This design comes from an exercise in tuning for small area on the open sky130 flow, not from production work. Only simulation tests tie the RTL to the original design; equivalence was not proved. The clock port is modelled as an ideal driver; clocking choices that lean on that would not hold on a real chip. Power and IR drop assume default switching activity.

==> flow/design.v (excerpt) <==
module systolic_array # (parameter N = 8) (clk, reset, inA, inB, out);
Size: roughly 13000 cells after synthesis, about 1200 I/O pins, about 0.15 mm2 of cells after synthesis.
clock: 6.0 ns
lec_check: 0
cap_margin: 20
core_margin: 2
core_utilization: 60
slew_margin: 20
synth_hierarchical: 1
synth_minimum_keep_size: 0
standard.sh (not shown) runs the stock make flow with config.mk's settings and CLKGATE_MAP_FILE= SYNTH_SCRIPT=/design/flow/synth_recipe.tcl, a recipe that flattens the netlist after the stock synthesis.
==> flow/flow/run.sh <==
#!/bin/bash
set -euo pipefail
bash standard.sh \
  "BUFFER_PORTS_ARGS=-buffer_cell sky130_fd_sc_hd__buf_1" \
  "CTS_ARGS=-sink_clustering_enable -repair_clock_nets -dont_use_dummy_load" \
  "POST_CTS_TCL=$PWD/flow/post_cts.tcl" \
  finish > make_finish.log 2>&1
==> flow/flow/post_cts.tcl <==
# Downsize gates on paths with slack to spare, then repair slew and
# capacitance and legalize again.
estimate_parasitics -placement
repair_timing -recover_power 100 -slack_margin 0.2 -verbose
repair_design -cap_margin 20 -slew_margin 20 -verbose
detailed_placement
check_placement -verbose
The baseline completed with no timing, DRC or antenna violations.
Next try:
==> flow/flow/run.sh (replaced) <==
#!/bin/bash
set -euo pipefail
bash standard.sh \
  "BUFFER_PORTS_ARGS=-buffer_cell sky130_fd_sc_hd__buf_1" \
  "CTS_ARGS=-sink_clustering_enable -repair_clock_nets -dont_use_dummy_load -sink_clustering_size 15 -sink_clustering_max_diameter 50 -buf_list sky130_fd_sc_hd__clkbuf_8" \
  "POST_CTS_TCL=$PWD/flow/post_cts.tcl" \
  finish > make_finish.log 2>&1
The new run passed the timing, DRC and antenna checks. Global-route usage is about the same. Register-to-register slack barely changes. Worst hold slack is worse by 0.046 ns. Clock skew rises by 0.036 ns. Setup slack is better by 0.0046 ns. Utilization drops by 0.68 points. Via count barely changes.
Next try:
==> flow/flow/run.sh (replaced) <==
#!/bin/bash
set -euo pipefail
bash standard.sh \
  "BUFFER_PORTS_ARGS=-buffer_cell sky130_fd_sc_hd__buf_1" \
  "CTS_ARGS=-sink_clustering_enable -repair_clock_nets -dont_use_dummy_load -sink_clustering_size 30 -sink_clustering_max_diameter 70 -buf_list {sky130_fd_sc_hd__clkbuf_8 sky130_fd_sc_hd__clkbuf_16}" \
  "POST_CTS_TCL=$PWD/flow/post_cts.tcl" \
  finish > make_finish.log 2>&1
Outcome: The new run completed with no timing, DRC or antenna violations; first-iteration DRC count came out lower by 1.1%; clock-buffer cell count came out lower by 120; routed wire length came out lower by 0.51%; clock power came out higher by 3.7%; non-clock buffer count came out lower by 2.
Next try:
==> flow/flow/run.sh (replaced) <==
#!/bin/bash
set -euo pipefail
bash standard.sh \
  "BUFFER_PORTS_ARGS=-buffer_cell sky130_fd_sc_hd__buf_1" \
  "CTS_ARGS=-sink_clustering_enable -repair_clock_nets -dont_use_dummy_load -sink_clustering_size 30 -sink_clustering_max_diameter 70" \
  "POST_CTS_TCL=$PWD/flow/post_cts.tcl" \
  finish > make_finish.log 2>&1
--- a/flow/flow/post_cts.tcl
+++ b/flow/flow/post_cts.tcl
@@ -4,3 +4,3 @@
 repair_timing -recover_power 100 -slack_margin 0.2 -verbose
-repair_design -cap_margin 20 -slew_margin 20 -verbose
+repair_design -cap_margin 10 -slew_margin 10 -verbose
 detailed_placement
- CAP_MARGIN: 20 -> 10
- SLEW_MARGIN: 20 -> 10
The new run completed without violations.
Worst setup slack gets better by 0.013 ns.
Synthesized cell count is unchanged.
Routed wire length is about the same.
Total power hardly moves.
Count of clock-buffer cells in the layout goes up by 1.
Clock skew barely changes.

Another version of the RTL of systolic_array (not shown whole).
For scale: ~13000 cells after synthesis, roughly 1200 I/O pins.
Settings: LEC_CHECK=0, CAP_MARGIN=20, CORE_MARGIN=2, CORE_UTILIZATION=60, SLEW_MARGIN=20, SYNTH_HIERARCHICAL=1, SYNTH_MINIMUM_KEEP_SIZE=0; clock period 6.0 ns.
==> flow/flow/run.sh <==
#!/bin/bash
set -euo pipefail
bash standard.sh \
  "BUFFER_PORTS_ARGS=-buffer_cell sky130_fd_sc_hd__buf_1" \
  "CTS_ARGS=-sink_clustering_enable -repair_clock_nets -dont_use_dummy_load -sink_clustering_size 24 -sink_clustering_max_diameter 60" \
  "POST_CTS_TCL=$PWD/flow/post_cts.tcl" \
  finish > make_finish.log 2>&1
==> flow/flow/post_cts.tcl <==
# Downsize gates on paths with slack to spare, then repair slew and
# capacitance and legalize again.
estimate_parasitics -placement
repair_timing -recover_power 100 -slack_margin 0.2 -verbose
repair_design -cap_margin 20 -slew_margin 20 -verbose
detailed_placement
check_placement -verbose
Rerun with:
==> flow/flow/run.sh (replaced) <==
#!/bin/bash
set -euo pipefail
bash standard.sh \
  "BUFFER_PORTS_ARGS=-buffer_cell sky130_fd_sc_hd__buf_1" \
  "CTS_ARGS=-sink_clustering_enable -repair_clock_nets -dont_use_dummy_load -sink_clustering_size 30 -sink_clustering_max_diameter 70" \
  "POST_CTS_TCL=$PWD/flow/post_cts.tcl" \
  finish > make_finish.log 2>&1
Hold slack got worse by 0.021 ns.
Total power came out lower by a few percent.
Global-route usage hardly moves.
Sequential share of layout area rises by 0.11 points.
Sequential power is about the same.
Non-clock buffer count rose by 4.

static timing again, ports no longer ideal:
In the flow no input, the clock included, has a driving cell. The finished layouts below were timed again as built, in two steps. Step 1: set_driving_cell puts a clkbuf_16 on clk and a buf_2 on each other input, an assumption about the parent block. Step 2 times the ports against the registers' clock, not the clock port: input delays grow and output delays shrink by t, the midpoint of the rising clock arrivals with the driver on. a / b / c = no drivers / after step 1 / after step 2; a / b = the first two.
run | t (ns) | setup slack, ns | worst setup path after step 2 | worst register clock-pin slew, ns | worst data-port slew with drivers (ns)
the first run of note 1 | 0.957 | 0.182 / 0.182 / -0.680 | input to register | 0.06 / 0.06 | 0.15
the second run of note 1 | 1.058 | 0.187 / 0.187 / -0.757 | input to register | 0.09 / 0.09 | 0.15
the third run of note 1 | 0.919 | 0.189 / 0.189 / -0.618 | input to register | 0.10 / 0.10 | 0.15
the fourth run of note 1 | 0.938 | 0.202 / 0.202 / -0.662 | input to register | 0.11 / 0.11 | 0.15
the first run of note 2 | 0.947 | 0.157 / 0.157 / -0.459 | input to register | 0.09 / 0.09 | 0.12
the second run of note 2 | 0.931 | 0.150 / 0.150 / -0.468 | input to register | 0.11 / 0.11 | 0.13
With both steps, setup timing fails in every run listed, where it was met with ideal ports. For the second run of note 1, which loses most, drivers alone change the setup slack by 0.000 ns; drivers and shift together by -0.944 ns.
